Context: an optimization exercise on an open-source flow, tuned for small area, a short achievable clock period and few clock cycles per item. The choices shown serve that exercise and are no tape-out recipe.
Function was checked by simulation only, so behaviour that the tests miss may differ from the original.
Power figures rest on the tool's default switching activity, not on a simulated workload.

==> flow/design.v, too long to show whole: its modules and the start of the top module <==
// module c2_dot5: 863 lines
// module c2_addn: 105 lines
// module lenet5_conv2: 342 lines
module lenet5_conv2 (
    input          clk               ,
    input          areset            ,
    input          i_run             ,
    output         o_idle            ,
    output         o_run             ,
    output         o_en_err          ,
    output         o_n_ready         ,
    output         o_ot_done         ,
    output         o_ot_valid        ,
    output [0 : 0] o_ot_ox_b_idx     ,
    output [2 : 0] o_ot_ox_t_idx     ,
    output [3 : 0] o_ot_oy_idx       ,
    output [1 : 0] o_ot_och_b_idx    ,
    output [31: 0] o_ot_och_t_otfmap ,
    output [8 : 0] b_o_infmap_addr   ,
    output         b_o_infmap_ce     ,
    output         b_o_infmap_we     ,
    input  [31: 0] b_i_infmap_q      ,
    output [8 : 0] b_o_weight_addr   ,
    output         b_o_weight_ce     ,
    output         b_o_weight_we     ,
    input  [39: 0] b_i_weight_q      ,
    output [3 : 0] b_o_bias_addr     ,
    output         b_o_bias_ce       ,
    output         b_o_bias_we       ,
    input  [15: 0] b_i_bias_q
);
  // ...
==> flow/run.sh <==
#!/bin/bash
# synth_recipe.tcl (not shown) runs the flow's synth.tcl, then flattens the netlist and writes it again
# the make line also repeats each setting of config.mk as NAME=value (left out here)
make -C /OpenROAD-flow-scripts/flow DESIGN_CONFIG=/design/flow/config.mk WORK_HOME=/design/flow/orfs CLKGATE_MAP_FILE= SYNTH_SCRIPT=/design/flow/synth_recipe.tcl finish
==> flow/config.mk <==
export PLATFORM = sky130hd
export DESIGN_NAME = lenet5_conv2
export DESIGN_NICKNAME = lenet5_conv2
export VERILOG_FILES = /design/flow/design.v
export SDC_FILE = /design/flow/constraint.sdc
export NUM_CORES = 4
export LEC_CHECK = 0
export CAP_MARGIN = 20
export CORE_MARGIN = 2
export CORE_UTILIZATION = 45
export PLACE_DENSITY = 0.6
export SLEW_MARGIN = 20
==> flow/constraint.sdc <==
create_clock -name core_clock -period 10.0 [get_ports {clk}]
set_input_delay 2.0000 -clock core_clock [delete_from_list [all_inputs] [get_ports {clk}]]
set_output_delay 2.0000 -clock core_clock [all_outputs]
set_load 0.01 [all_outputs]
==> metrics.md, run 1 <==
| Metric | Value |
|---|---|
| Cts hold-fix bufs | `0` |
| # setup viols final | `0` |
| Leading cell type in the layout, fill and taps excluded | `dfxtp_1` |
| Seq pwr | `approximately 0.013 W` |
| Pre-CTS WS | `between 5 and 6 ns` |
| Global-route track usage on met1 | `between 40% and 50%` |
| Gate power share | `~64%` |
| Total Power | `between 0.06 and 0.07 W` |
| Pwr Density | `416.6 nW/µm²` |
| Worst slew pin tran | `roughly 1.3 ns` |
| Setup ws final | `4.877 ns` |
| Post-Layout Cell Count | `between 15k and 20k` |
| Final instance area | `148,900 µm²` |
| Gr busiest metal | `met2` |
| Cells along the critical path | `buf_4, buf_4, a22oi_1, xor2_1, fa_1, fa_1, inv_1, fa_1, fa_1, fa_1` |
| DR WL met3 | `approximately 65 mm` |
| Clock buffer cells | `between 300 and 400` |
| Number of DRC markers in iteration 0 | `12.97k` |
| Outcome | `no timing/DRC/antenna violations` |
| Post-Synth XOR/XNOR Area | `13.21%` |
| GR Overflow Total | `0` |
| Synth unique cells | `80` |
| RD Place Congestion | `0.9935` |
| Fin. Hold Viols | `0` |
| H-tree Lvls | `4` |
| Final ANT Viol Nets | `0` |
| VDD IR-drop max | `0.0005036 V` |
| Via Count | `around 100k` |
| CTS root buffer | `clkbuf_16` |
| Top sig layer | `met5` |
| Tapcell Cnt | `just under 4k` |
| Multi-In Gates | `around 8.1k` |
| Slew Limit Fails | `0` |
| Clock net power | `0.00922 W` |
| Chip width | `552.8 µm` |
| Top flop regs | `u.acc_a (230), u.acc_b (230), u.acc_c (230)` |
| Comb group | `between 0.03 and 0.04 W` |
| Share of cells above drive strength 1 | `under 10%` |
| CP peak stage delay | `approximately 0.69 ns` |
| Crit. path cell count | `10` |
| Yosys warning count | `5` |
| Critical Path RT | `roughly 11 ns` |
| IO buf count | `approximately 160` |
| R2R Path Start | `bo_one[10]` |
| Number of synthesized flops with an enable pin | `around 110` |
Testbench counts, summed over its fixed seeds: cycles 231,264, images 48.
==> module lenet5_conv2, before the edit <==
module lenet5_conv2 (
    input          clk               ,
    input          areset            ,
    input          i_run             ,
    output         o_idle            ,
    output         o_run             ,
    output         o_en_err          ,
    output         o_n_ready         ,
    output         o_ot_done         ,
    output         o_ot_valid        ,
    output [0 : 0] o_ot_ox_b_idx     ,
    output [2 : 0] o_ot_ox_t_idx     ,
    output [3 : 0] o_ot_oy_idx       ,
    output [1 : 0] o_ot_och_b_idx    ,
    output [31: 0] o_ot_och_t_otfmap ,
    output [8 : 0] b_o_infmap_addr   ,
    output         b_o_infmap_ce     ,
    output         b_o_infmap_we     ,
    input  [31: 0] b_i_infmap_q      ,
    output [8 : 0] b_o_weight_addr   ,
    output         b_o_weight_ce     ,
    output         b_o_weight_we     ,
    input  [39: 0] b_i_weight_q      ,
    output [3 : 0] b_o_bias_addr     ,
    output         b_o_bias_ce       ,
    output         b_o_bias_we       ,
    input  [15: 0] b_i_bias_q
);
reg r_run;
reg r_en_err;
reg r_done;
reg r_n_ready;
always @(posedge clk) begin
    if (areset)
        r_run <= 1'b0;
    else if (i_run)
        r_run <= 1'b1;
    else if (r_done)
        r_run <= 1'b0;
end
always @(posedge clk) begin
    if (areset)
        r_en_err <= 1'b0;
    else if (r_run && i_run && !r_done)
        r_en_err <= 1'b1;
end
reg       pf_act;
reg [1:0] pf_j;
reg [2:0] pf_ky;
reg [2:0] pf_c;
reg [1:0] pf_b;
reg [3:0] pf_y;
reg [1:0] st_d;      
reg       wf_act;
reg [1:0] wf_j;
reg [2:0] wf_ky;
reg [2:0] wf_c;
reg [1:0] wf_b;
reg [3:0] wf_y;
wire pf_end = (pf_j == 2'd3) && (pf_ky == 3'd4) && (pf_c == 3'd5) &&
              (pf_b == 2'd3) && (pf_y == 4'd9);
wire wf_end = (wf_j == 2'd3) && (wf_ky == 3'd4) && (wf_c == 3'd5) &&
              (wf_b == 2'd3) && (wf_y == 4'd9);
always @(posedge clk) begin
    if (areset)
        pf_act <= 1'b0;
    else if (i_run)
        pf_act <= 1'b1;
    else if (pf_end)
        pf_act <= 1'b0;
end
always @(posedge clk) begin
    if (i_run || !pf_act) begin
        pf_j <= 2'd0; pf_ky <= 3'd0; pf_c <= 3'd0; pf_b <= 2'd0; pf_y <= 4'd0;
    end else begin
        pf_j <= pf_j + 2'd1;
        if (pf_j == 2'd3) begin
            pf_ky <= (pf_ky == 3'd4) ? 3'd0 : pf_ky + 3'd1;
            if (pf_ky == 3'd4) begin
                pf_c <= (pf_c == 3'd5) ? 3'd0 : pf_c + 3'd1;
                if (pf_c == 3'd5) begin
                    pf_b <= pf_b + 2'd1;
                    if (pf_b == 2'd3)
                        pf_y <= pf_y + 4'd1;
                end
            end
        end
    end
end
always @(posedge clk) begin
    if (areset)
        st_d <= 2'd0;
    else
        st_d <= {st_d[0], i_run};
end
always @(posedge clk) begin
    if (areset)
        wf_act <= 1'b0;
    else if (st_d[1])
        wf_act <= 1'b1;
    else if (wf_end)
        wf_act <= 1'b0;
end
always @(posedge clk) begin
    if (st_d[1] || !wf_act) begin
        wf_j <= 2'd0; wf_ky <= 3'd0; wf_c <= 3'd0; wf_b <= 2'd0; wf_y <= 4'd0;
    end else begin
        wf_j <= wf_j + 2'd1;
        if (wf_j == 2'd3) begin
            wf_ky <= (wf_ky == 3'd4) ? 3'd0 : wf_ky + 3'd1;
            if (wf_ky == 3'd4) begin
                wf_c <= (wf_c == 3'd5) ? 3'd0 : wf_c + 3'd1;
                if (wf_c == 3'd5) begin
                    wf_b <= wf_b + 2'd1;
                    if (wf_b == 2'd3)
                        wf_y <= wf_y + 4'd1;
                end
            end
        end
    end
end
wire [3:0] pf_r    = pf_y + {1'b0, pf_ky};
wire [6:0] pf_r7   = {pf_r, 3'b000} - {3'b000, pf_r};
wire [8:0] pf_addr = pf_c * 9'd49 + {3'b0, pf_r7[6:1]} + {7'b0, pf_j};
reg [8:0] r_i_addr;
reg       r_i_ce;
always @(posedge clk) begin
    r_i_addr <= pf_addr;
    if (areset)
        r_i_ce <= 1'b0;
    else
        r_i_ce <= pf_act;
end
wire [3:0] wf_o    = {wf_b, wf_j};
wire [8:0] wf_addr = wf_o * 9'd30 + wf_c * 9'd5 + {6'b0, wf_ky};
reg [8:0] r_w_addr1, r_w_addr;
reg       r_w_ce1, r_w_ce;
reg [3:0] r_b_addr;
reg       r_b_ce;
always @(posedge clk) begin
    r_w_addr1 <= wf_addr;
    r_w_addr  <= r_w_addr1;
    r_b_addr  <= wf_o;
    if (areset) begin
        r_w_ce1 <= 1'b0;
        r_w_ce  <= 1'b0;
        r_b_ce  <= 1'b0;
    end else begin
        r_w_ce1 <= wf_act;
        r_w_ce  <= r_w_ce1;
        r_b_ce  <= wf_act && (wf_c == 3'd0) && (wf_ky == 3'd0);
    end
end
assign b_o_infmap_addr = r_i_addr;
assign b_o_infmap_ce   = r_i_ce;
assign b_o_infmap_we   = 1'b0;
assign b_o_weight_addr = r_w_addr;
assign b_o_weight_ce   = r_w_ce;
assign b_o_weight_we   = 1'b0;
assign b_o_bias_addr   = r_b_addr;
assign b_o_bias_ce     = r_b_ce;
assign b_o_bias_we     = 1'b0;
reg [31:0] stg0, stg1, stg2;
always @(posedge clk) begin
    stg0 <= b_i_infmap_q;
    stg1 <= stg0;
    stg2 <= stg1;
end
reg [1:0] rl_d;      
reg [1:0] ro_d;      
always @(posedge clk) begin
    if (areset)
        rl_d <= 2'd0;
    else
        rl_d <= {rl_d[0], pf_act && (pf_j == 2'd3)};
    ro_d <= {ro_d[0], pf_r[0]};
end
reg  [111:0] row_r;
wire [127:0] row_w = {b_i_infmap_q, stg0, stg1, stg2};
always @(posedge clk) begin
    if (rl_d[1])
        row_r <= ro_d[1] ? row_w[127:16] : row_w[111:0];
end
reg [19:0] bo_one, bo_two, bo_neg, bo_negb;
reg [15:0] bias_r;
integer t, k;
reg b2, b1, b0;
always @(posedge clk) begin
    for (t = 0; t < 5; t = t + 1) begin
        for (k = 0; k < 4; k = k + 1) begin
            b2 = b_i_weight_q[8*t + 2*k + 1];
            b1 = b_i_weight_q[8*t + 2*k];
            b0 = (k == 0) ? 1'b0 : b_i_weight_q[8*t + 2*k - 1];
            bo_one[t*4+k] <= b1 ^ b0;
            bo_two[t*4+k] <= (b2 & ~b1 & ~b0) | (~b2 & b1 & b0);
            bo_neg[t*4+k] <= b2;
            bo_negb[t*4+k] <= ~b2;
        end
    end
    bias_r <= b_i_bias_q;
end
reg [2:0] cf_d;      
reg [3:0] cl_d;      
reg [1:0] cj_d0, cj_d1, cj_d2, cj_d3;
always @(posedge clk) begin
    cf_d  <= {cf_d[1:0], (wf_c == 3'd0) && (wf_ky == 3'd0)};
    cj_d0 <= wf_j;
    cj_d1 <= cj_d0;
    cj_d2 <= cj_d1;
    cj_d3 <= cj_d2;
    if (areset)
        cl_d <= 4'd0;
    else
        cl_d <= {cl_d[2:0], wf_act && (wf_c == 3'd5) && (wf_ky == 3'd4)};
end
wire       c_first_m1 = cf_d[2];
wire       c_last     = cl_d[3];
wire [1:0] c_j        = cj_d3;
reg       cap_last_d1, cap_last_d2;
reg [1:0] cap_j_d1, cap_j_d2;
always @(posedge clk) begin
    if (areset) begin
        cap_last_d1 <= 1'b0;
        cap_last_d2 <= 1'b0;
    end else begin
        cap_last_d1 <= c_last;
        cap_last_d2 <= cap_last_d1;
    end
    cap_j_d1 <= c_j;
    cap_j_d2 <= cap_j_d1;
end
localparam [22:0] INIT_K = 23'd5124864;
wire [22:0] init_v = {{7{bias_r[15]}}, bias_r} + INIT_K;
wire [7:0]  q_x [0:9];
genvar gx;
generate
for (gx = 0; gx < 10; gx = gx + 1) begin : u
    reg  [22:0] cs0, cs1, cs2, cs3, acc_a, acc_b, acc_c;
    wire [22:0] t0, t1, t2, t3, t_sum;
    c2_dot5 u_t (
        .p0 (row_r[8*gx      +: 8]),
        .p1 (row_r[8*gx +  8 +: 8]),
        .p2 (row_r[8*gx + 16 +: 8]),
        .p3 (row_r[8*gx + 24 +: 8]),
        .p4 (row_r[8*gx + 32 +: 8]),
        .one (bo_one), .two (bo_two), .neg (bo_neg), .negb (bo_negb),
        .acc_in (acc_c),
        .r0 (t0), .r1 (t1), .r2 (t2), .r3 (t3)
    );
    c2_addn u_a (
        .r0 (cs0), .r1 (cs1), .r2 (cs2), .r3 (cs3),
        .s  (t_sum)
    );
    always @(posedge clk) begin
        cs0   <= t0;
        cs1   <= t1;
        cs2   <= t2;
        cs3   <= t3;
        acc_a <= t_sum;
        acc_b <= acc_a;
        acc_c <= c_first_m1 ? init_v : acc_b;
    end
    assign q_x[gx] = acc_a[22] ? 8'd0 :
                     (|acc_a[21:16]) ? 8'd127 : {1'b0, acc_a[15:9]};
end
endgenerate
reg [7:0] ln0 [0:9];
reg [7:0] ln1 [0:9];
reg [7:0] ln2 [0:9];
reg [7:0] ln3 [0:9];
reg [7:0] d0a, d0b, d0c, d1a, d1b, d2a;
wire cap0 = cap_last_d2 && (cap_j_d2 == 2'd0);
wire cap1 = cap_last_d2 && (cap_j_d2 == 2'd1);
wire cap2 = cap_last_d2 && (cap_j_d2 == 2'd2);
wire cap3 = cap_last_d2 && (cap_j_d2 == 2'd3);
integer x;
always @(posedge clk) begin
    for (x = 0; x < 10; x = x + 1) begin
        ln0[x] <= (cap0 || x == 9) ? q_x[x] : ln0[(x + 1) % 10];
        ln1[x] <= (cap1 || x == 9) ? q_x[x] : ln1[(x + 1) % 10];
        ln2[x] <= (cap2 || x == 9) ? q_x[x] : ln2[(x + 1) % 10];
        ln3[x] <= (cap3 || x == 9) ? q_x[x] : ln3[(x + 1) % 10];
    end
    d0a <= ln0[0]; d0b <= d0a; d0c <= d0b;
    d1a <= ln1[0]; d1b <= d1a;
    d2a <= ln2[0];
end
reg       r_valid;
reg [3:0] e_cnt;
reg       e_oxb;
reg [2:0] e_oxt;
reg [1:0] e_b;
reg [3:0] e_y;
wire e_lasttile = (e_b == 2'd3) && (e_y == 4'd9);
always @(posedge clk) begin
    if (areset) begin
        r_valid   <= 1'b0;
        e_cnt     <= 4'd0;
        e_oxb     <= 1'b0;
        e_oxt     <= 3'd0;
        e_b       <= 2'd0;
        e_y       <= 4'd0;
        r_done    <= 1'b0;
        r_n_ready <= 1'b0;
    end else begin
        r_done    <= r_valid && (e_cnt == 4'd8) && e_lasttile;
        r_n_ready <= r_valid && (e_cnt == 4'd7) && e_lasttile;
        if (cap3) begin
            r_valid <= 1'b1;
            e_cnt   <= 4'd0;
            e_oxb   <= 1'b0;
            e_oxt   <= 3'd0;
        end else if (r_valid) begin
            e_cnt <= e_cnt + 4'd1;
            e_oxt <= (e_oxt == 3'd4) ? 3'd0 : e_oxt + 3'd1;
            if (e_oxt == 3'd4)
                e_oxb <= ~e_oxb;
            if (e_cnt == 4'd9)
                r_valid <= 1'b0;
        end
        if (i_run) begin
            e_b <= 2'd0;
            e_y <= 4'd0;
        end else if (r_valid && (e_cnt == 4'd9)) begin
            e_b <= e_b + 2'd1;
            if (e_b == 2'd3)
                e_y <= e_y + 4'd1;
        end
    end
end
assign o_idle            = ~r_run;
assign o_run             = r_run;
assign o_en_err          = r_en_err;
assign o_n_ready         = r_n_ready;
assign o_ot_done         = r_done;
assign o_ot_valid        = r_valid;
assign o_ot_ox_b_idx     = e_oxb;
assign o_ot_ox_t_idx     = e_oxt;
assign o_ot_oy_idx       = e_y;
assign o_ot_och_b_idx    = e_b;
assign o_ot_och_t_otfmap = {ln3[0], d2a, d1b, d0c};
endmodule
==> inputs of run 2 (changes only) <==
--- a/flow/design.v
+++ b/flow/design.v
@@ -2,4 +2,5 @@
     input  [7:0]  p0, p1, p2, p3, p4,
     input  [19:0] one, two, neg, negb,
+    input  [8:0]  nsum,
     input  [22:0] acc_in,
     output [22:0] r0,
@@ -190,12 +191,12 @@
 wire fs181;
 wire fc182;
-wire fs183;
-wire fc184;
+wire hs183;
+wire hc184;
 wire fs185;
 wire fc186;
-wire hs187;
-wire hc188;
-wire fs189;
-wire fc190;
+wire fs187;
+wire fc188;
+wire hs189;
+wire hc190;
 wire fs191;
 wire fc192;
@@ -208,6 +209,6 @@
 wire fs199;
 wire fc200;
-wire fs201;
-wire fc202;
+wire hs201;
+wire hc202;
 wire fs203;
 wire fc204;
@@ -216,6 +217,6 @@
 wire fs207;
 wire fc208;
-wire hs209;
-wire hc210;
+wire fs209;
+wire fc210;
 wire fs211;
 wire fc212;
@@ -232,6 +233,6 @@
 wire fs223;
 wire fc224;
-wire hs225;
-wire hc226;
+wire fs225;
+wire fc226;
 wire fs227;
 wire fc228;
@@ -258,6 +259,6 @@
 wire fs249;
 wire fc250;
-wire hs251;
-wire hc252;
+wire fs251;
+wire fc252;
 wire fs253;
 wire fc254;
@@ -266,6 +267,6 @@
 wire fs257;
 wire fc258;
-wire fs259;
-wire fc260;
+wire hs259;
+wire hc260;
 wire fs261;
 wire fc262;
@@ -284,6 +285,6 @@
 wire fs275;
 wire fc276;
-wire hs277;
-wire hc278;
+wire fs277;
+wire fc278;
 wire fs279;
 wire fc280;
@@ -320,6 +321,6 @@
 wire fs311;
 wire fc312;
-wire hs313;
-wire hc314;
+wire fs313;
+wire fc314;
 wire fs315;
 wire fc316;
@@ -330,6 +331,6 @@
 wire fs321;
 wire fc322;
-wire fs323;
-wire fc324;
+wire hs323;
+wire hc324;
 wire fs325;
 wire fc326;
@@ -356,6 +357,6 @@
 wire fs347;
 wire fc348;
-wire hs349;
-wire hc350;
+wire fs349;
+wire fc350;
 wire fs351;
 wire fc352;
@@ -366,6 +367,6 @@
 wire fs357;
 wire fc358;
-wire fs359;
-wire fc360;
+wire hs359;
+wire hc360;
 wire fs361;
 wire fc362;
@@ -392,6 +393,6 @@
 wire fs383;
 wire fc384;
-wire hs385;
-wire hc386;
+wire fs385;
+wire fc386;
 wire fs387;
 wire fc388;
@@ -424,6 +425,6 @@
 wire fs415;
 wire fc416;
-wire fs417;
-wire fc418;
+wire hs417;
+wire hc418;
 wire fs419;
 wire fc420;
@@ -446,10 +447,10 @@
 wire fs437;
 wire fc438;
-wire fs439;
-wire fc440;
+wire hs439;
+wire hc440;
 wire fs441;
 wire fc442;
-wire hs443;
-wire hc444;
+wire fs443;
+wire fc444;
 wire fs445;
 wire fc446;
@@ -472,10 +473,10 @@
 wire fs463;
 wire fc464;
-wire hs465;
-wire hc466;
+wire fs465;
+wire fc466;
 wire fs467;
 wire fc468;
-wire fs469;
-wire fc470;
+wire hs469;
+wire hc470;
 wire fs471;
 wire fc472;
@@ -486,32 +487,6 @@
 wire fs477;
 wire fc478;
-wire fs479;
-wire fc480;
-wire fs481;
-wire fc482;
-wire fs483;
-wire fc484;
-wire fs485;
-wire fc486;
-wire fs487;
-wire fc488;
-wire fs489;
-wire fc490;
-wire fs491;
-wire fc492;
-wire fs493;
-wire fc494;
-wire hs495;
-wire hc496;
-wire fs497;
-wire fc498;
-wire fs499;
-wire fc500;
-wire fs501;
-wire fc502;
-wire fs503;
-wire fc504;
-wire hs505;
-wire hc506;
+wire hs479;
+wire hc480;
 assign pp1 = (one[0] & p0[0]) ^ neg[0];
 assign pp2 = ((one[0] & p0[1]) | (two[0] & p0[0])) ^ neg[0];
@@ -694,171 +669,158 @@
 assign pp179 = ((one[19] & p4[7]) | (two[19] & p4[6])) ^ neg[19];
 assign pp180 = ((one[19] & p4[7]) | (two[19] & p4[7])) ^ negb[19];
-assign {fc182, fs181} = {1'b0, neg[0]} + {1'b0, neg[4]} + {1'b0, neg[8]};
-assign {fc184, fs183} = {1'b0, neg[12]} + {1'b0, neg[16]} + {1'b0, acc_in[0]};
-assign {fc186, fs185} = {1'b0, pp1} + {1'b0, pp37} + {1'b0, pp73};
-assign {hc188, hs187} = {1'b0, pp109} + {1'b0, pp145};
-assign {fc190, fs189} = {1'b0, acc_in[1]} + {1'b0, pp2} + {1'b0, pp38};
-assign {fc192, fs191} = {1'b0, pp74} + {1'b0, pp110} + {1'b0, pp146};
-assign {fc194, fs193} = {1'b0, fc182} + {1'b0, fc184} + {1'b0, hc188};
-assign {fc196, fs195} = {1'b0, neg[1]} + {1'b0, neg[5]} + {1'b0, neg[9]};
-assign {fc198, fs197} = {1'b0, neg[13]} + {1'b0, neg[17]} + {1'b0, acc_in[2]};
-assign {fc200, fs199} = {1'b0, pp3} + {1'b0, pp10} + {1'b0, pp39};
-assign {fc202, fs201} = {1'b0, pp46} + {1'b0, pp75} + {1'b0, pp82};
-assign {fc204, fs203} = {1'b0, pp111} + {1'b0, pp118} + {1'b0, pp147};
-assign {fc206, fs205} = {1'b0, pp154} + {1'b0, fs195} + {1'b0, fs197};
-assign {fc208, fs207} = {1'b0, fc190} + {1'b0, fc192} + {1'b0, fs199};
-assign {hc210, hs209} = {1'b0, fs201} + {1'b0, fs203};
-assign {fc212, fs211} = {1'b0, acc_in[3]} + {1'b0, pp4} + {1'b0, pp11};
-assign {fc214, fs213} = {1'b0, pp40} + {1'b0, pp47} + {1'b0, pp76};
-assign {fc216, fs215} = {1'b0, pp83} + {1'b0, pp112} + {1'b0, pp119};
-assign {fc218, fs217} = {1'b0, pp148} + {1'b0, pp155} + {1'b0, fc196};
-assign {fc220, fs219} = {1'b0, fc198} + {1'b0, fc200} + {1'b0, fc202};
-assign {fc222, fs221} = {1'b0, fc204} + {1'b0, fs211} + {1'b0, fs213};
-assign {fc224, fs223} = {1'b0, fs215} + {1'b0, fc206} + {1'b0, hc210};
-assign {hc226, hs225} = {1'b0, fs217} + {1'b0, fc208};
-assign {fc228, fs227} = {1'b0, neg[2]} + {1'b0, neg[6]} + {1'b0, neg[10]};
-assign {fc230, fs229} = {1'b0, neg[14]} + {1'b0, neg[18]} + {1'b0, acc_in[4]};
-assign {fc232, fs231} = {1'b0, pp5} + {1'b0, pp12} + {1'b0, pp19};
-assign {fc234, fs233} = {1'b0, pp41} + {1'b0, pp48} + {1'b0, pp55};
-assign {fc236, fs235} = {1'b0, pp77} + {1'b0, pp84} + {1'b0, pp91};
-assign {fc238, fs237} = {1'b0, pp113} + {1'b0, pp120} + {1'b0, pp127};
-assign {fc240, fs239} = {1'b0, pp149} + {1'b0, pp156} + {1'b0, pp163};
-assign {fc242, fs241} = {1'b0, fs227} + {1'b0, fs229} + {1'b0, fc212};
-assign {fc244, fs243} = {1'b0, fc214} + {1'b0, fc216} + {1'b0, fs231};
-assign {fc246, fs245} = {1'b0, fs233} + {1'b0, fs235} + {1'b0, fs237};
-assign {fc248, fs247} = {1'b0, fs239} + {1'b0, fc218} + {1'b0, fc220};
-assign {fc250, fs249} = {1'b0, fc222} + {1'b0, fs241} + {1'b0, fs243};
-assign {hc252, hs251} = {1'b0, fs245} + {1'b0, fc224};
-assign {fc254, fs253} = {1'b0, acc_in[5]} + {1'b0, pp6} + {1'b0, pp13};
-assign {fc256, fs255} = {1'b0, pp20} + {1'b0, pp42} + {1'b0, pp49};
-assign {fc258, fs257} = {1'b0, pp56} + {1'b0, pp78} + {1'b0, pp85};
-assign {fc260, fs259} = {1'b0, pp92} + {1'b0, pp114} + {1'b0, pp121};
-assign {fc262, fs261} = {1'b0, pp128} + {1'b0, pp150} + {1'b0, pp157};
-assign {fc264, fs263} = {1'b0, pp164} + {1'b0, fc228} + {1'b0, fc230};
-assign {fc266, fs265} = {1'b0, fc232} + {1'b0, fc234} + {1'b0, fc236};
-assign {fc268, fs267} = {1'b0, fc238} + {1'b0, fc240} + {1'b0, fs253};
-assign {fc270, fs269} = {1'b0, fs255} + {1'b0, fs257} + {1'b0, fs259};
-assign {fc272, fs271} = {1'b0, fs261} + {1'b0, fs263} + {1'b0, fc242};
-assign {fc274, fs273} = {1'b0, fc244} + {1'b0, fc246} + {1'b0, fs265};
-assign {fc276, fs275} = {1'b0, fs267} + {1'b0, fs269} + {1'b0, fc248};
-assign {hc278, hs277} = {1'b0, hc252} + {1'b0, fs271};
-assign {fc280, fs279} = {1'b0, neg[3]} + {1'b0, neg[7]} + {1'b0, neg[11]};
-assign {fc282, fs281} = {1'b0, neg[15]} + {1'b0, neg[19]} + {1'b0, acc_in[6]};
-assign {fc284, fs283} = {1'b0, pp7} + {1'b0, pp14} + {1'b0, pp21};
-assign {fc286, fs285} = {1'b0, pp28} + {1'b0, pp43} + {1'b0, pp50};
-assign {fc288, fs287} = {1'b0, pp57} + {1'b0, pp64} + {1'b0, pp79};
-assign {fc290, fs289} = {1'b0, pp86} + {1'b0, pp93} + {1'b0, pp100};
-assign {fc292, fs291} = {1'b0, pp115} + {1'b0, pp122} + {1'b0, pp129};
-assign {fc294, fs293} = {1'b0, pp136} + {1'b0, pp151} + {1'b0, pp158};
-assign {fc296, fs295} = {1'b0, pp165} + {1'b0, pp172} + {1'b0, fs279};
-assign {fc298, fs297} = {1'b0, fs281} + {1'b0, fc254} + {1'b0, fc256};
-assign {fc300, fs299} = {1'b0, fc258} + {1'b0, fc260} + {1'b0, fc262};
-assign {fc302, fs301} = {1'b0, fs283} + {1'b0, fs285} + {1'b0, fs287};
-assign {fc304, fs303} = {1'b0, fs289} + {1'b0, fs291} + {1'b0, fs293};
-assign {fc306, fs305} = {1'b0, fc264} + {1'b0, fs295} + {1'b0, fc266};
-assign {fc308, fs307} = {1'b0, fc268} + {1'b0, fc270} + {1'b0, fs297};
-assign {fc310, fs309} = {1'b0, fs299} + {1'b0, fs301} + {1'b0, fs303};
-assign {fc312, fs311} = {1'b0, fc272} + {1'b0, fc274} + {1'b0, fs305};
-assign {hc314, hs313} = {1'b0, fs307} + {1'b0, fs309};
-assign {fc316, fs315} = {1'b0, acc_in[7]} + {1'b0, pp8} + {1'b0, pp15};
-assign {fc318, fs317} = {1'b0, pp22} + {1'b0, pp29} + {1'b0, pp44};
-assign {fc320, fs319} = {1'b0, pp51} + {1'b0, pp58} + {1'b0, pp65};
-assign {fc322, fs321} = {1'b0, pp80} + {1'b0, pp87} + {1'b0, pp94};
-assign {fc324, fs323} = {1'b0, pp101} + {1'b0, pp116} + {1'b0, pp123};
-assign {fc326, fs325} = {1'b0, pp130} + {1'b0, pp137} + {1'b0, pp152};
-assign {fc328, fs327} = {1'b0, pp159} + {1'b0, pp166} + {1'b0, pp173};
-assign {fc330, fs329} = {1'b0, fc280} + {1'b0, fc282} + {1'b0, fc284};
-assign {fc332, fs331} = {1'b0, fc286} + {1'b0, fc288} + {1'b0, fc290};
-assign {fc334, fs333} = {1'b0, fc292} + {1'b0, fc294} + {1'b0, fs315};
-assign {fc336, fs335} = {1'b0, fs317} + {1'b0, fs319} + {1'b0, fs321};
-assign {fc338, fs337} = {1'b0, fs323} + {1'b0, fs325} + {1'b0, fs327};
-assign {fc340, fs339} = {1'b0, fc296} + {1'b0, fc298} + {1'b0, fc300};
-assign {fc342, fs341} = {1'b0, fc302} + {1'b0, fc304} + {1'b0, fs329};
-assign {fc344, fs343} = {1'b0, fs331} + {1'b0, fs333} + {1'b0, fs335};
-assign {fc346, fs345} = {1'b0, fs337} + {1'b0, fc306} + {1'b0, fc308};
-assign {fc348, fs347} = {1'b0, fs339} + {1'b0, fc310} + {1'b0, fs341};
-assign {hc350, hs349} = {1'b0, fs343} + {1'b0, hc314};
-assign {fc352, fs351} = {1'b0, acc_in[8]} + {1'b0, pp9} + {1'b0, pp16};
-assign {fc354, fs353} = {1'b0, pp23} + {1'b0, pp30} + {1'b0, pp45};
-assign {fc356, fs355} = {1'b0, pp52} + {1'b0, pp59} + {1'b0, pp66};
-assign {fc358, fs357} = {1'b0, pp81} + {1'b0, pp88} + {1'b0, pp95};
-assign {fc360, fs359} = {1'b0, pp102} + {1'b0, pp117} + {1'b0, pp124};
-assign {fc362, fs361} = {1'b0, pp131} + {1'b0, pp138} + {1'b0, pp153};
-assign {fc364, fs363} = {1'b0, pp160} + {1'b0, pp167} + {1'b0, pp174};
-assign {fc366, fs365} = {1'b0, fc316} + {1'b0, fc318} + {1'b0, fc320};
-assign {fc368, fs367} = {1'b0, fc322} + {1'b0, fc324} + {1'b0, fc326};
-assign {fc370, fs369} = {1'b0, fc328} + {1'b0, fs351} + {1'b0, fs353};
-assign {fc372, fs371} = {1'b0, fs355} + {1'b0, fs357} + {1'b0, fs359};
-assign {fc374, fs373} = {1'b0, fs361} + {1'b0, fs363} + {1'b0, fc330};
-assign {fc376, fs375} = {1'b0, fc332} + {1'b0, fc334} + {1'b0, fc336};
-assign {fc378, fs377} = {1'b0, fc338} + {1'b0, fs365} + {1'b0, fs367};
-assign {fc380, fs379} = {1'b0, fs369} + {1'b0, fs371} + {1'b0, fc340};
-assign {fc382, fs381} = {1'b0, fc342} + {1'b0, fs373} + {1'b0, fc344};
-assign {fc384, fs383} = {1'b0, fs375} + {1'b0, fs377} + {1'b0, fc346};
-assign {hc386, hs385} = {1'b0, fs379} + {1'b0, fc348};
-assign {fc388, fs387} = {1'b0, acc_in[9]} + {1'b0, pp17} + {1'b0, pp24};
-assign {fc390, fs389} = {1'b0, pp31} + {1'b0, pp53} + {1'b0, pp60};
-assign {fc392, fs391} = {1'b0, pp67} + {1'b0, pp89} + {1'b0, pp96};
-assign {fc394, fs393} = {1'b0, pp103} + {1'b0, pp125} + {1'b0, pp132};
-assign {fc396, fs395} = {1'b0, pp139} + {1'b0, pp161} + {1'b0, pp168};
-assign {fc398, fs397} = {1'b0, pp175} + {1'b0, fc352} + {1'b0, fc354};
-assign {fc400, fs399} = {1'b0, fc356} + {1'b0, fc358} + {1'b0, fc360};
-assign {fc402, fs401} = {1'b0, fc362} + {1'b0, fc364} + {1'b0, fs387};
-assign {fc404, fs403} = {1'b0, fs389} + {1'b0, fs391} + {1'b0, fs393};
-assign {fc406, fs405} = {1'b0, fs395} + {1'b0, fc366} + {1'b0, fc368};
-assign {fc408, fs407} = {1'b0, fc370} + {1'b0, fc372} + {1'b0, fs397};
-assign {fc410, fs409} = {1'b0, fs399} + {1'b0, fs401} + {1'b0, fs403};
-assign {fc412, fs411} = {1'b0, fc374} + {1'b0, fc376} + {1'b0, fc378};
-assign {fc414, fs413} = {1'b0, fs405} + {1'b0, fs407} + {1'b0, fs409};
-assign {fc416, fs415} = {1'b0, fc380} + {1'b0, fc382} + {1'b0, fs411};
-assign {fc418, fs417} = {1'b0, acc_in[10]} + {1'b0, pp18} + {1'b0, pp25};
-assign {fc420, fs419} = {1'b0, pp32} + {1'b0, pp54} + {1'b0, pp61};
-assign {fc422, fs421} = {1'b0, pp68} + {1'b0, pp90} + {1'b0, pp97};
-assign {fc424, fs423} = {1'b0, pp104} + {1'b0, pp126} + {1'b0, pp133};
-assign {fc426, fs425} = {1'b0, pp140} + {1'b0, pp162} + {1'b0, pp169};
-assign {fc428, fs427} = {1'b0, pp176} + {1'b0, fc388} + {1'b0, fc390};
-assign {fc430, fs429} = {1'b0, fc392} + {1'b0, fc394} + {1'b0, fc396};
-assign {fc432, fs431} = {1'b0, fs417} + {1'b0, fs419} + {1'b0, fs421};
-assign {fc434, fs433} = {1'b0, fs423} + {1'b0, fs425} + {1'b0, fc398};
-assign {fc436, fs435} = {1'b0, fc400} + {1'b0, fc402} + {1'b0, fc404};
-assign {fc438, fs437} = {1'b0, fs427} + {1'b0, fs429} + {1'b0, fs431};
-assign {fc440, fs439} = {1'b0, fc406} + {1'b0, fc408} + {1'b0, fs433};
-assign {fc442, fs441} = {1'b0, fc410} + {1'b0, fs435} + {1'b0, fs437};
-assign {hc444, hs443} = {1'b0, fc412} + {1'b0, fs439};
-assign {fc446, fs445} = {1'b0, acc_in[11]} + {1'b0, pp26} + {1'b0, pp33};
-assign {fc448, fs447} = {1'b0, pp62} + {1'b0, pp69} + {1'b0, pp98};
-assign {fc450, fs449} = {1'b0, pp105} + {1'b0, pp134} + {1'b0, pp141};
-assign {fc452, fs451} = {1'b0, pp170} + {1'b0, pp177} + {1'b0, fc418};
-assign {fc454, fs453} = {1'b0, fc420} + {1'b0, fc422} + {1'b0, fc424};
-assign {fc456, fs455} = {1'b0, fc426} + {1'b0, fs445} + {1'b0, fs447};
-assign {fc458, fs457} = {1'b0, fs449} + {1'b0, fc428} + {1'b0, fc430};
-assign {fc460, fs459} = {1'b0, fc432} + {1'b0, fs451} + {1'b0, fs453};
-assign {fc462, fs461} = {1'b0, fs455} + {1'b0, fc434} + {1'b0, fc436};
-assign {fc464, fs463} = {1'b0, fs457} + {1'b0, fc438} + {1'b0, fs459};
-assign {hc466, hs465} = {1'b0, fc440} + {1'b0, fs461};
-assign {fc468, fs467} = {1'b0, acc_in[12]} + {1'b0, pp27} + {1'b0, pp34};
-assign {fc470, fs469} = {1'b0, pp63} + {1'b0, pp70} + {1'b0, pp99};
-assign {fc472, fs471} = {1'b0, pp106} + {1'b0, pp135} + {1'b0, pp142};
-assign {fc474, fs473} = {1'b0, pp171} + {1'b0, pp178} + {1'b0, fc446};
-assign {fc476, fs475} = {1'b0, fc448} + {1'b0, fc450} + {1'b0, fs467};
-assign {fc478, fs477} = {1'b0, fs469} + {1'b0, fs471} + {1'b0, fc452};
-assign {fc480, fs479} = {1'b0, fc454} + {1'b0, fc456} + {1'b0, fs473};
-assign {fc482, fs481} = {1'b0, fs475} + {1'b0, fc458} + {1'b0, fc460};
-assign {fc484, fs483} = {1'b0, fs477} + {1'b0, fs479} + {1'b0, fc462};
-assign {fc486, fs485} = {1'b0, acc_in[13]} + {1'b0, pp35} + {1'b0, pp71};
-assign {fc488, fs487} = {1'b0, pp107} + {1'b0, pp143} + {1'b0, pp179};
-assign {fc490, fs489} = {1'b0, fc468} + {1'b0, fc470} + {1'b0, fc472};
-assign {fc492, fs491} = {1'b0, fs485} + {1'b0, fs487} + {1'b0, fc474};
-assign {fc494, fs493} = {1'b0, fc476} + {1'b0, fs489} + {1'b0, fc478};
-assign {hc496, hs495} = {1'b0, fc480} + {1'b0, fs491};
-assign {fc498, fs497} = {1'b0, acc_in[14]} + {1'b0, pp36} + {1'b0, pp72};
-assign {fc500, fs499} = {1'b0, pp108} + {1'b0, pp144} + {1'b0, pp180};
-assign {fc502, fs501} = {1'b0, fc486} + {1'b0, fc488} + {1'b0, fs497};
-assign {fc504, fs503} = {1'b0, fs499} + {1'b0, fc490} + {1'b0, fs501};
-assign {hc506, hs505} = {1'b0, acc_in[15]} + {1'b0, fc498};
-assign r0 = {acc_in[22], acc_in[21], acc_in[20], acc_in[19], acc_in[18], acc_in[17], acc_in[16], fc500, fc492, fc482, fc464, fc442, fc414, fs413, hc350, fc312, hc278, fc250, hc226, fs219, fc194, fc186, fs181};
-assign r1 = {1'b0, 1'b0, 1'b0, 1'b0, 1'b0, 1'b0, hc506, fc502, hc496, fs493, fs481, fs463, fs441, hc386, fs381, fs345, fc276, fs273, fs247, fs221, fs205, fs189, fs183};
-assign r2 = {1'b0, 1'b0, 1'b0, 1'b0, 1'b0, 1'b0, 1'b0, fc504, fc494, fc484, hc466, hc444, fc416, fc384, fs383, fs347, fs311, fs275, fs249, fs223, fs207, fs191, fs185};
-assign r3 = {1'b0, 1'b0, 1'b0, 1'b0, 1'b0, 1'b0, 1'b0, hs505, fs503, hs495, fs483, hs465, hs443, fs415, hs385, hs349, hs313, hs277, hs251, hs225, hs209, fs193, hs187};
+assign {fc182, fs181} = {1'b0, nsum[0]} + {1'b0, acc_in[0]} + {1'b0, pp1};
+assign {hc184, hs183} = {1'b0, pp37} + {1'b0, pp73};
+assign {fc186, fs185} = {1'b0, nsum[1]} + {1'b0, acc_in[1]} + {1'b0, pp2};
+assign {fc188, fs187} = {1'b0, pp38} + {1'b0, pp74} + {1'b0, pp110};
+assign {hc190, hs189} = {1'b0, pp146} + {1'b0, hc184};
+assign {fc192, fs191} = {1'b0, nsum[2]} + {1'b0, acc_in[2]} + {1'b0, pp3};
+assign {fc194, fs193} = {1'b0, pp10} + {1'b0, pp39} + {1'b0, pp46};
+assign {fc196, fs195} = {1'b0, pp75} + {1'b0, pp82} + {1'b0, pp111};
+assign {fc198, fs197} = {1'b0, pp118} + {1'b0, pp147} + {1'b0, pp154};
+assign {fc200, fs199} = {1'b0, hc190} + {1'b0, fc186} + {1'b0, fc188};
+assign {hc202, hs201} = {1'b0, fs191} + {1'b0, fs193};
+assign {fc204, fs203} = {1'b0, nsum[3]} + {1'b0, acc_in[3]} + {1'b0, pp4};
+assign {fc206, fs205} = {1'b0, pp11} + {1'b0, pp40} + {1'b0, pp47};
+assign {fc208, fs207} = {1'b0, pp76} + {1'b0, pp83} + {1'b0, pp112};
+assign {fc210, fs209} = {1'b0, pp119} + {1'b0, pp148} + {1'b0, pp155};
+assign {fc212, fs211} = {1'b0, fc192} + {1'b0, fc194} + {1'b0, fc196};
+assign {fc214, fs213} = {1'b0, fc198} + {1'b0, fs203} + {1'b0, fs205};
+assign {fc216, fs215} = {1'b0, fs207} + {1'b0, fs209} + {1'b0, hc202};
+assign {fc218, fs217} = {1'b0, nsum[4]} + {1'b0, acc_in[4]} + {1'b0, pp5};
+assign {fc220, fs219} = {1'b0, pp12} + {1'b0, pp19} + {1'b0, pp41};
+assign {fc222, fs221} = {1'b0, pp48} + {1'b0, pp55} + {1'b0, pp77};
+assign {fc224, fs223} = {1'b0, pp84} + {1'b0, pp91} + {1'b0, pp113};
+assign {fc226, fs225} = {1'b0, pp120} + {1'b0, pp127} + {1'b0, pp149};
+assign {fc228, fs227} = {1'b0, pp156} + {1'b0, pp163} + {1'b0, fc204};
+assign {fc230, fs229} = {1'b0, fc206} + {1'b0, fc208} + {1'b0, fc210};
+assign {fc232, fs231} = {1'b0, fs217} + {1'b0, fs219} + {1'b0, fs221};
+assign {fc234, fs233} = {1'b0, fs223} + {1'b0, fs225} + {1'b0, fc212};
+assign {fc236, fs235} = {1'b0, fc214} + {1'b0, fs227} + {1'b0, fs229};
+assign {fc238, fs237} = {1'b0, nsum[5]} + {1'b0, acc_in[5]} + {1'b0, pp6};
+assign {fc240, fs239} = {1'b0, pp13} + {1'b0, pp20} + {1'b0, pp42};
+assign {fc242, fs241} = {1'b0, pp49} + {1'b0, pp56} + {1'b0, pp78};
+assign {fc244, fs243} = {1'b0, pp85} + {1'b0, pp92} + {1'b0, pp114};
+assign {fc246, fs245} = {1'b0, pp121} + {1'b0, pp128} + {1'b0, pp150};
+assign {fc248, fs247} = {1'b0, pp157} + {1'b0, pp164} + {1'b0, fc218};
+assign {fc250, fs249} = {1'b0, fc220} + {1'b0, fc222} + {1'b0, fc224};
+assign {fc252, fs251} = {1'b0, fc226} + {1'b0, fs237} + {1'b0, fs239};
+assign {fc254, fs253} = {1'b0, fs241} + {1'b0, fs243} + {1'b0, fs245};
+assign {fc256, fs255} = {1'b0, fc228} + {1'b0, fc230} + {1'b0, fc232};
+assign {fc258, fs257} = {1'b0, fs247} + {1'b0, fs249} + {1'b0, fs251};
+assign {hc260, hs259} = {1'b0, fs253} + {1'b0, fc234};
+assign {fc262, fs261} = {1'b0, nsum[6]} + {1'b0, acc_in[6]} + {1'b0, pp7};
+assign {fc264, fs263} = {1'b0, pp14} + {1'b0, pp21} + {1'b0, pp28};
+assign {fc266, fs265} = {1'b0, pp43} + {1'b0, pp50} + {1'b0, pp57};
+assign {fc268, fs267} = {1'b0, pp64} + {1'b0, pp79} + {1'b0, pp86};
+assign {fc270, fs269} = {1'b0, pp93} + {1'b0, pp100} + {1'b0, pp115};
+assign {fc272, fs271} = {1'b0, pp122} + {1'b0, pp129} + {1'b0, pp136};
+assign {fc274, fs273} = {1'b0, pp151} + {1'b0, pp158} + {1'b0, pp165};
+assign {fc276, fs275} = {1'b0, pp172} + {1'b0, fc238} + {1'b0, fc240};
+assign {fc278, fs277} = {1'b0, fc242} + {1'b0, fc244} + {1'b0, fc246};
+assign {fc280, fs279} = {1'b0, fs261} + {1'b0, fs263} + {1'b0, fs265};
+assign {fc282, fs281} = {1'b0, fs267} + {1'b0, fs269} + {1'b0, fs271};
+assign {fc284, fs283} = {1'b0, fs273} + {1'b0, fc248} + {1'b0, fc250};
+assign {fc286, fs285} = {1'b0, fc252} + {1'b0, fc254} + {1'b0, fs275};
+assign {fc288, fs287} = {1'b0, fs277} + {1'b0, fs279} + {1'b0, fs281};
+assign {fc290, fs289} = {1'b0, fc256} + {1'b0, fs283} + {1'b0, fc258};
+assign {fc292, fs291} = {1'b0, nsum[7]} + {1'b0, acc_in[7]} + {1'b0, pp8};
+assign {fc294, fs293} = {1'b0, pp15} + {1'b0, pp22} + {1'b0, pp29};
+assign {fc296, fs295} = {1'b0, pp44} + {1'b0, pp51} + {1'b0, pp58};
+assign {fc298, fs297} = {1'b0, pp65} + {1'b0, pp80} + {1'b0, pp87};
+assign {fc300, fs299} = {1'b0, pp94} + {1'b0, pp101} + {1'b0, pp116};
+assign {fc302, fs301} = {1'b0, pp123} + {1'b0, pp130} + {1'b0, pp137};
+assign {fc304, fs303} = {1'b0, pp152} + {1'b0, pp159} + {1'b0, pp166};
+assign {fc306, fs305} = {1'b0, pp173} + {1'b0, fc262} + {1'b0, fc264};
+assign {fc308, fs307} = {1'b0, fc266} + {1'b0, fc268} + {1'b0, fc270};
+assign {fc310, fs309} = {1'b0, fc272} + {1'b0, fc274} + {1'b0, fs291};
+assign {fc312, fs311} = {1'b0, fs293} + {1'b0, fs295} + {1'b0, fs297};
+assign {fc314, fs313} = {1'b0, fs299} + {1'b0, fs301} + {1'b0, fs303};
+assign {fc316, fs315} = {1'b0, fc276} + {1'b0, fc278} + {1'b0, fc280};
+assign {fc318, fs317} = {1'b0, fc282} + {1'b0, fs305} + {1'b0, fs307};
+assign {fc320, fs319} = {1'b0, fs309} + {1'b0, fs311} + {1'b0, fs313};
+assign {fc322, fs321} = {1'b0, fc284} + {1'b0, fc286} + {1'b0, fc288};
+assign {hc324, hs323} = {1'b0, fs315} + {1'b0, fs317};
+assign {fc326, fs325} = {1'b0, nsum[8]} + {1'b0, acc_in[8]} + {1'b0, pp9};
+assign {fc328, fs327} = {1'b0, pp16} + {1'b0, pp23} + {1'b0, pp30};
+assign {fc330, fs329} = {1'b0, pp45} + {1'b0, pp52} + {1'b0, pp59};
+assign {fc332, fs331} = {1'b0, pp66} + {1'b0, pp81} + {1'b0, pp88};
+assign {fc334, fs333} = {1'b0, pp95} + {1'b0, pp102} + {1'b0, pp117};
+assign {fc336, fs335} = {1'b0, pp124} + {1'b0, pp131} + {1'b0, pp138};
+assign {fc338, fs337} = {1'b0, pp153} + {1'b0, pp160} + {1'b0, pp167};
+assign {fc340, fs339} = {1'b0, pp174} + {1'b0, fc292} + {1'b0, fc294};
+assign {fc342, fs341} = {1'b0, fc296} + {1'b0, fc298} + {1'b0, fc300};
+assign {fc344, fs343} = {1'b0, fc302} + {1'b0, fc304} + {1'b0, fs325};
+assign {fc346, fs345} = {1'b0, fs327} + {1'b0, fs329} + {1'b0, fs331};
+assign {fc348, fs347} = {1'b0, fs333} + {1'b0, fs335} + {1'b0, fs337};
+assign {fc350, fs349} = {1'b0, fc306} + {1'b0, fc308} + {1'b0, fc310};
+assign {fc352, fs351} = {1'b0, fc312} + {1'b0, fc314} + {1'b0, fs339};
+assign {fc354, fs353} = {1'b0, fs341} + {1'b0, fs343} + {1'b0, fs345};
+assign {fc356, fs355} = {1'b0, fs347} + {1'b0, fc316} + {1'b0, fc318};
+assign {fc358, fs357} = {1'b0, fc320} + {1'b0, fs349} + {1'b0, fs351};
+assign {hc360, hs359} = {1'b0, fs353} + {1'b0, hc324};
+assign {fc362, fs361} = {1'b0, acc_in[9]} + {1'b0, pp17} + {1'b0, pp24};
+assign {fc364, fs363} = {1'b0, pp31} + {1'b0, pp53} + {1'b0, pp60};
+assign {fc366, fs365} = {1'b0, pp67} + {1'b0, pp89} + {1'b0, pp96};
+assign {fc368, fs367} = {1'b0, pp103} + {1'b0, pp125} + {1'b0, pp132};
+assign {fc370, fs369} = {1'b0, pp139} + {1'b0, pp161} + {1'b0, pp168};
+assign {fc372, fs371} = {1'b0, pp175} + {1'b0, fc326} + {1'b0, fc328};
+assign {fc374, fs373} = {1'b0, fc330} + {1'b0, fc332} + {1'b0, fc334};
+assign {fc376, fs375} = {1'b0, fc336} + {1'b0, fc338} + {1'b0, fs361};
+assign {fc378, fs377} = {1'b0, fs363} + {1'b0, fs365} + {1'b0, fs367};
+assign {fc380, fs379} = {1'b0, fs369} + {1'b0, fc340} + {1'b0, fc342};
+assign {fc382, fs381} = {1'b0, fc344} + {1'b0, fc346} + {1'b0, fc348};
+assign {fc384, fs383} = {1'b0, fs371} + {1'b0, fs373} + {1'b0, fs375};
+assign {fc386, fs385} = {1'b0, fs377} + {1'b0, fc350} + {1'b0, fc352};
+assign {fc388, fs387} = {1'b0, fs379} + {1'b0, fc354} + {1'b0, fs381};
+assign {fc390, fs389} = {1'b0, fs383} + {1'b0, fc356} + {1'b0, hc360};
+assign {fc392, fs391} = {1'b0, acc_in[10]} + {1'b0, pp18} + {1'b0, pp25};
+assign {fc394, fs393} = {1'b0, pp32} + {1'b0, pp54} + {1'b0, pp61};
+assign {fc396, fs395} = {1'b0, pp68} + {1'b0, pp90} + {1'b0, pp97};
+assign {fc398, fs397} = {1'b0, pp104} + {1'b0, pp126} + {1'b0, pp133};
+assign {fc400, fs399} = {1'b0, pp140} + {1'b0, pp162} + {1'b0, pp169};
+assign {fc402, fs401} = {1'b0, pp176} + {1'b0, fc362} + {1'b0, fc364};
+assign {fc404, fs403} = {1'b0, fc366} + {1'b0, fc368} + {1'b0, fc370};
+assign {fc406, fs405} = {1'b0, fs391} + {1'b0, fs393} + {1'b0, fs395};
+assign {fc408, fs407} = {1'b0, fs397} + {1'b0, fs399} + {1'b0, fc372};
+assign {fc410, fs409} = {1'b0, fc374} + {1'b0, fc376} + {1'b0, fc378};
+assign {fc412, fs411} = {1'b0, fs401} + {1'b0, fs403} + {1'b0, fs405};
+assign {fc414, fs413} = {1'b0, fc380} + {1'b0, fc382} + {1'b0, fs407};
+assign {fc416, fs415} = {1'b0, fc384} + {1'b0, fs409} + {1'b0, fs411};
+assign {hc418, hs417} = {1'b0, fc386} + {1'b0, fc388};
+assign {fc420, fs419} = {1'b0, acc_in[11]} + {1'b0, pp26} + {1'b0, pp33};
+assign {fc422, fs421} = {1'b0, pp62} + {1'b0, pp69} + {1'b0, pp98};
+assign {fc424, fs423} = {1'b0, pp105} + {1'b0, pp134} + {1'b0, pp141};
+assign {fc426, fs425} = {1'b0, pp170} + {1'b0, pp177} + {1'b0, fc392};
+assign {fc428, fs427} = {1'b0, fc394} + {1'b0, fc396} + {1'b0, fc398};
+assign {fc430, fs429} = {1'b0, fc400} + {1'b0, fs419} + {1'b0, fs421};
+assign {fc432, fs431} = {1'b0, fs423} + {1'b0, fc402} + {1'b0, fc404};
+assign {fc434, fs433} = {1'b0, fc406} + {1'b0, fs425} + {1'b0, fs427};
+assign {fc436, fs435} = {1'b0, fs429} + {1'b0, fc408} + {1'b0, fc410};
+assign {fc438, fs437} = {1'b0, fs431} + {1'b0, fc412} + {1'b0, fs433};
+assign {hc440, hs439} = {1'b0, fc414} + {1'b0, fs435};
+assign {fc442, fs441} = {1'b0, acc_in[12]} + {1'b0, pp27} + {1'b0, pp34};
+assign {fc444, fs443} = {1'b0, pp63} + {1'b0, pp70} + {1'b0, pp99};
+assign {fc446, fs445} = {1'b0, pp106} + {1'b0, pp135} + {1'b0, pp142};
+assign {fc448, fs447} = {1'b0, pp171} + {1'b0, pp178} + {1'b0, fc420};
+assign {fc450, fs449} = {1'b0, fc422} + {1'b0, fc424} + {1'b0, fs441};
+assign {fc452, fs451} = {1'b0, fs443} + {1'b0, fs445} + {1'b0, fc426};
+assign {fc454, fs453} = {1'b0, fc428} + {1'b0, fc430} + {1'b0, fs447};
+assign {fc456, fs455} = {1'b0, fs449} + {1'b0, fc432} + {1'b0, fc434};
+assign {fc458, fs457} = {1'b0, fs451} + {1'b0, fs453} + {1'b0, fc436};
+assign {fc460, fs459} = {1'b0, acc_in[13]} + {1'b0, pp35} + {1'b0, pp71};
+assign {fc462, fs461} = {1'b0, pp107} + {1'b0, pp143} + {1'b0, pp179};
+assign {fc464, fs463} = {1'b0, fc442} + {1'b0, fc444} + {1'b0, fc446};
+assign {fc466, fs465} = {1'b0, fs459} + {1'b0, fs461} + {1'b0, fc448};
+assign {fc468, fs467} = {1'b0, fc450} + {1'b0, fs463} + {1'b0, fc452};
+assign {hc470, hs469} = {1'b0, fc454} + {1'b0, fs465};
+assign {fc472, fs471} = {1'b0, acc_in[14]} + {1'b0, pp36} + {1'b0, pp72};
+assign {fc474, fs473} = {1'b0, pp108} + {1'b0, pp144} + {1'b0, pp180};
+assign {fc476, fs475} = {1'b0, fc460} + {1'b0, fc462} + {1'b0, fs471};
+assign {fc478, fs477} = {1'b0, fs473} + {1'b0, fc464} + {1'b0, fs475};
+assign {hc480, hs479} = {1'b0, acc_in[15]} + {1'b0, fc472};
+assign r0 = {acc_in[22], acc_in[21], acc_in[20], acc_in[19], acc_in[18], acc_in[17], acc_in[16], fc474, fc466, fc456, fc438, fc416, fs413, fc358, fc322, fs319, fs285, fc236, fs231, fc200, fs195, fc182, pp109};
+assign r1 = {1'b0, 1'b0, 1'b0, 1'b0, 1'b0, 1'b0, hc480, fc476, hc470, fs467, fs455, fs437, fs415, fs385, fs355, fc290, fs287, fs255, fc216, fs211, fs197, fs185, pp145};
+assign r2 = {1'b0, 1'b0, 1'b0, 1'b0, 1'b0, 1'b0, 1'b0, fc478, fc468, fc458, hc440, hc418, fc390, fs387, fs357, fs321, hc260, fs257, fs233, fs213, fs199, fs187, fs181};
+assign r3 = {1'b0, 1'b0, 1'b0, 1'b0, 1'b0, 1'b0, 1'b0, hs479, fs477, hs469, fs457, hs439, hs417, fs389, hs359, hs323, fs289, hs259, fs235, fs215, hs201, hs189, hs183};
 endmodule
 module c2_addn (
@@ -1153,4 +1115,5 @@
 reg [19:0] bo_one, bo_two, bo_neg, bo_negb;
 reg [15:0] bias_r;
+reg [8:0]  bo_nsum;      
 integer t, k;
 reg b2, b1, b0;
@@ -1168,4 +1131,9 @@
     end
     bias_r <= b_i_bias_q;
+    bo_nsum <= {2'b0, b_i_weight_q[ 7], 1'b0, b_i_weight_q[ 5], 1'b0, b_i_weight_q[ 3], 1'b0, b_i_weight_q[ 1]}
+             + {2'b0, b_i_weight_q[15], 1'b0, b_i_weight_q[13], 1'b0, b_i_weight_q[11], 1'b0, b_i_weight_q[ 9]}
+             + {2'b0, b_i_weight_q[23], 1'b0, b_i_weight_q[21], 1'b0, b_i_weight_q[19], 1'b0, b_i_weight_q[17]}
+             + {2'b0, b_i_weight_q[31], 1'b0, b_i_weight_q[29], 1'b0, b_i_weight_q[27], 1'b0, b_i_weight_q[25]}
+             + {2'b0, b_i_weight_q[39], 1'b0, b_i_weight_q[37], 1'b0, b_i_weight_q[35], 1'b0, b_i_weight_q[33]};
 end
 reg [2:0] cf_d;      
@@ -1214,4 +1182,5 @@
         .p4 (row_r[8*gx + 32 +: 8]),
         .one (bo_one), .two (bo_two), .neg (bo_neg), .negb (bo_negb),
+        .nsum (bo_nsum),
         .acc_in (acc_c),
         .r0 (t0), .r1 (t1), .r2 (t2), .r3 (t3)
@@ -1261,9 +1230,10 @@
 reg [1:0] e_b;
 reg [3:0] e_y;
+wire e_act      = (e_cnt != 4'd15);
 wire e_lasttile = (e_b == 2'd3) && (e_y == 4'd9);
 always @(posedge clk) begin
     if (areset) begin
         r_valid   <= 1'b0;
-        e_cnt     <= 4'd0;
+        e_cnt     <= 4'd15;
         e_oxb     <= 1'b0;
         e_oxt     <= 3'd0;
@@ -1273,23 +1243,21 @@
         r_n_ready <= 1'b0;
     end else begin
-        r_done    <= r_valid && (e_cnt == 4'd8) && e_lasttile;
-        r_n_ready <= r_valid && (e_cnt == 4'd7) && e_lasttile;
+        r_done    <= e_act && (e_cnt == 4'd8) && e_lasttile;
+        r_n_ready <= e_act && (e_cnt == 4'd7) && e_lasttile;
+        r_valid   <= cap3 || (e_act && (e_cnt != 4'd9));
         if (cap3) begin
-            r_valid <= 1'b1;
             e_cnt   <= 4'd0;
             e_oxb   <= 1'b0;
             e_oxt   <= 3'd0;
-        end else if (r_valid) begin
-            e_cnt <= e_cnt + 4'd1;
+        end else if (e_act) begin
+            e_cnt <= (e_cnt == 4'd9) ? 4'd15 : e_cnt + 4'd1;
             e_oxt <= (e_oxt == 3'd4) ? 3'd0 : e_oxt + 3'd1;
             if (e_oxt == 3'd4)
                 e_oxb <= ~e_oxb;
-            if (e_cnt == 4'd9)
-                r_valid <= 1'b0;
         end
         if (i_run) begin
             e_b <= 2'd0;
             e_y <= 4'd0;
-        end else if (r_valid && (e_cnt == 4'd9)) begin
+        end else if (e_act && (e_cnt == 4'd9)) begin
             e_b <= e_b + 2'd1;
             if (e_b == 2'd3)
==> flow/flow/run.sh (new file) <==
#!/bin/bash
# The standard layout (standard.sh: ORFS synthesis to finish, unchanged),
# with a larger setup repair margin so that the resizer works on paths down
# to a 3.8 ns cycle instead of stopping at the 10 ns clock.  The clock and
# constraints are the standard flow's; only the repair target changes.  make's output
# goes to make.log here, each ORFS step's log to orfs/logs/.
set -euo pipefail
bash standard.sh SETUP_SLACK_MARGIN=6.2 finish > make.log 2>&1
==> flow/standard.sh (new file) <==
#!/bin/bash
# synth_recipe.tcl (not shown) runs the flow's synth.tcl, then flattens the netlist and writes it again
# the make line also repeats each setting of config.mk as NAME=value (left out here)
make -C /OpenROAD-flow-scripts/flow DESIGN_CONFIG=/design/flow/config.mk WORK_HOME=/design/flow/orfs CLKGATE_MAP_FILE= SYNTH_SCRIPT=/design/flow/synth_recipe.tcl "${@:-finish}"
--- a/flow/config.mk
+++ b/flow/config.mk
@@ -8,5 +8,5 @@
 export CAP_MARGIN = 20
 export CORE_MARGIN = 2
-export CORE_UTILIZATION = 45
+export CORE_UTILIZATION = 40
 export PLACE_DENSITY = 0.6
 export SLEW_MARGIN = 20
removed: flow/run.sh
==> metrics.md, run 2 <==
| Metric | Value |
|---|---|
| DRT Pass-1 Iters | `10` |
| Worst path slowest cell | `buf_4` |
| CTS root buffer | `clkbuf_16` |
| Clock slew at reported path FFs | `roughly 0.07 ns` |
| Post-Synth Adder-Cell Area | `roughly 29%` |
| Clock Sinks | `approximately 2.1k` |
| Via Count | `102.7k (+1.9%)` |
| Internal power | `about 0.033 W` |
| Final worst path period need | `3.926 ns` |
| Outcome | `no timing/DRC/antenna violations` |
| Largest area contributor in the netlist | `dfxtp_1` |
| Initial antenna violation count | `37` |
| DRC Markers | `0` |
| Static leakage | `64.77 nW` |
| Post-synthesis compound-gate area fraction | `between 10% and 20%` |
| Share of power burned in registers | `between 20 and 25%` |
| Longest Clk Path Bufs | `4` |
| Die area | `around 340,000 µm²` |
| Reg2Reg Setup Slack | `between 6 and 7 ns` |
| RD Place Congestion | `0.9396 (-5.4%)` |
| Worst R2R Path Depth | `7` |
| Psw | `around 0.030 W` |
| Post-synthesis register bit count | `between 2k and 2.5k` |
| Worst hold slack | `~0.30 ns` |
| Crit path capture type | `register` |
| Worst hold path stage count | `0` |
| Gate power share | `65.6% (+1.6 points)` |
| H-tree Lvls | `4 (unchanged)` |
| Fill count | `30.73k` |
| Crit-path max FO | `23` |
| Mapped Cells | `~13k` |
| Slew headroom | `about a fifth` |
| IO buf count | `159 (unchanged)` |
| Hold worst-path end | `u[0].acc_b[3]` |
| Synth async-reset ratio | `0%` |
| Most used cell, CP | `fa_1` |
| Sequential fraction of the synthesis area | `approximately a third` |
| Placed cell areas | `~140,000 µm²` |
| Fin Setup TNS | `0 ns` |
| Count leader, synth | `dfxtp_1` |
| Multi-input gate area | `a little over 80,000 µm²` |
| First-pass GRT wire length | `around 770 mm` |
| Vias in the first global route | `about 110k` |
| Cells along the critical path | `buf_4, buf_4, xor2_1, fa_1, fa_1, fa_1, inv_1` |
| Share of cells above drive strength 1 | `10.75% (+3.6 points)` |
| Sw Ratio | `47.51%` |
| CP peak stage delay | `0.69 ns (about the same)` |
| Critical Path RT | `10.84 ns (+0.06 ns)` |
| Slew Limit Fails | `0 (unchanged)` |
| Final instance area | `154,200 µm² (+3.5%)` |
| Chip width | `582.4 µm (+5.4%)` |
| Final wirelength | `558.4 mm` |
| TritonCTS clock tree | `yes` |
| Final ANT Viol Nets | `0 (unchanged)` |
| Post-Synth XOR/XNOR Area | `13.42% (+0.22 points)` |
| R2R Path Start | `bo_neg[19]` |
| Post-Layout Cell Count | `17.14k (+3.5%)` |
| Num rows | `212` |
| Placeable Area | `333,200 µm²` |
| # setup viols final | `0 (unchanged)` |
| Final period utilization | `39.26%` |
| Initial Util | `approximately two fifths` |
| Average routed wire per standard cell | `32.57 µm` |
| GR Overflow Total | `0 (unchanged)` |
| Fin. Hold Viols | `0 (unchanged)` |
| Most frequent cells in the layout | `dfxtp_1 (1,949), fa_1 (1,718), xor2_1 (1,565)` |
| CP startpoint kind | `register` |
| Drt via density | `about 6` |
| Num ports | `between 150 and 200` |
| Top FF cell, synth | `dfxtp_1` |
| Largest net degree at the start of global routing | `between 100 and 150` |
| Area grow syn2layout | `15.21%` |
| RSZ-0062 raised after global routing | `yes` |
| Worst Setup Path Type | `reg -> reg` |
| Crit path DAT | `about 4.8 ns` |
| Avg Inst Size Synth | `approximately 11 µm²` |
| Placed cells | `approximately 16k` |
| Cts hold-fix bufs | `0 (unchanged)` |
| Min-Delay Path Class | `reg -> reg` |
| Multiplexer share of the synthesized area | `0.9892%` |
| Worst clock skew | `between 0.06 and 0.07 ns` |
| Hold wc startpoint | `u[0].acc_a[3]` |
| Max Freq | `254.7 MHz` |
| Max Cap Viol | `0` |
| Synth top cells by count | `dfxtp_1 (2,021), fa_1 (1,737), xor2_1 (1,574), a22oi_1 (1,400), inv_1 (1,372)` |
| Top cells by area, synth | `dfxtp_1 (30%), fa_1 (26%), xor2_1 (10%), a22oi_1 (7.9%), inv_1 (3.8%)` |
| Inserted Clock Buffers | `roughly 230` |
| Area share of the largest cell type after synthesis | `between 30% and 40%` |
| Gr usage total | `32.18%` |
| Clk latency of the worst-skew pair | `between 0.9 and 1 ns` |
| Simple-Gate Fraction of Synth Area | `under 10%` |
| Number of synthesized flops with an enable pin | `112 (unchanged)` |
| Worst reg2reg endpoint | `u[8].cs1[11]` |
| VDD IR-drop max | `0.0004148 V (-18%)` |
| Die height | `slightly below 600 µm` |
| Synth unique cells | `74 (-7.5%)` |
| Clock power frac | `approximately 14%` |
| Pwr Density | `412.2 nW/µm² (-1.1%)` |
| Leading cell type in the layout, fill and taps excluded | `dfxtp_1` |
| Register area | `roughly 44,000 µm²` |
| Largest family of logic cells by synthesized area | `adder cells` |
| Total Power | `0.06355 W (+2.4%)` |
| Synth Cell Area | `between 100,000 and 150,000 µm²` |
| Fin nets | `about 15k` |
| Number of DRC markers in iteration 0 | `13.96k (+7.6%)` |
| Worst slew pin tran | `1.214 ns (-0.1014 ns)` |
| Dpl hpwl | `~330 mm` |
| Yosys warning count | `5 (unchanged)` |
run 2: cell count changes in the layout (fill, tap and decap cells not counted), sizes merged, moves of 15 or more:
cell           change
clkbuf            +20
bufbuf            +15
fa                -69
inv              -147
dlygate4sd2       +76
diode             +35
nand3             -17
clkdlybuf4s50     -78
nor2              +18
dfxtp             +18
buf              +293
xnor2            -452
xor2             +462
run 2: power groups by stage:
stage | Combinational [W] | Clock (W) | Sequential, W
6_report | 0.0417 | 0.00878 | 0.0131
5_1_grt | 0.0449 | 0.00920 | 0.0133
4_1_cts | 0.0394 | 0.00886 | 0.0131
3_5_place_dp | 0.0374 | 0 | 0.0134
3_3_place_gp | 0.0369 | 0 | 0.0134
2_1_floorplan | 0.0256 | 0 | 0.0126
run 2: repair_timing:
| item | CTS | global route |
|---|---|---|
| pin swaps | 30 | 67 |
| setup endpoints to repair | 535 | 121 |
| gates cloned | 19 | 15 |
| buffers inserted | 223 | 71 |
| resized for setup | 505 | 215 |
| endpoints found under the hold margin | 0 | 0 |
run 2: how the worst max path moves through the flow:
stage	from	endpoint	slack, ns	depth (start not counted)
3_3_place_gp	b_i_weight_q[1]	bo_nsum[7]	4.97	11
2_1_floorplan	b_i_weight_q[1]	bo_nsum[7]	5.86	10
6_report	bo_neg[19]	u[8].cs1[11]	6.07	7
3_5_place_dp	b_i_weight_q[9]	bo_nsum[7]	4.95	11
5_1_grt	row_r[67]	u[7].cs3[9]	6.12	10
4_1_cts	row_r[41]	u[3].cs3[9]	6.18	10
run 2: final cells by class:
class,instances,share of cell area [%]
multi-input combinational,8045,53.31
tap,4387,3.560
sequential,2133,28.59
timing repair buffer,730,6.145
clock buffer,324,4.373
antenna,50,0.08116
inverter,1372,3.343
clock inverter,103,0.6014
run 2: metrics by stage:
stage	util (%)	setup slack, ns
final	46.28	6.074
after global routing	46.25	6.120
after CTS	45.65	6.183
after detailed placement	41.85	4.953
after global placement	41.85	4.969
after floorplan	-	5.857
run 2: critical path: cells and delay by family, from the launching register on:
kind       cells  cell delay [ns]
xor+xnor       1             0.25
fa+ha+maj      3             1.54
buf+inv        3             1.36
flops          1             0.58
run 2: routing by layer:
layer | routed length (µm) | up-vias | GRT usage, %
li1 | - | 40510 | -
met1 | 195800 | 50640 | 38.17
met2 | 230100 | 8541 | 47.04
met3 | 83320 | 3020 | 13.79
met4 | 48700 | 25 | 21.93
met5 | 425 | - | 0.2835
run 2: logic make-up after synthesis:
logic type,after synthesis
compound gates,2427
buf+inv,2369
flops,2133
fa+ha+maj,2111
xor+xnor,2051
simple gates,1327
mux,118
other cells,1
Testbench counts of run 2, summed over its fixed seeds: cycles 231,264, images 48.

-- port drivers added, routing unchanged --
No port has a modelled driver above. Below, the same layouts with a new extraction and two added sets of constraints.
Step 1 assumes that a clkbuf_16 drives the clock port and a buf_2 every other input.
Step 2 also shifts input and output timing later by t, the mid clock arrival at the registers, as if the neighbouring blocks saw the same clock.
Three values: ideal, step 1, step 2; two values: the first two.
run	t, ns	setup slack, ns	slew at the worst register clock pin (ns)
run 1	1.037	4.877 / 4.877 / 4.877	0.08 / 0.08
run 2	1.031	6.074 / 6.074 / 5.243	0.09 / 0.09
After both steps setup and hold are still met in every run listed. For run 2, which loses most, drivers alone change the setup slack by 0.000 ns; drivers and shift together by -0.831 ns.
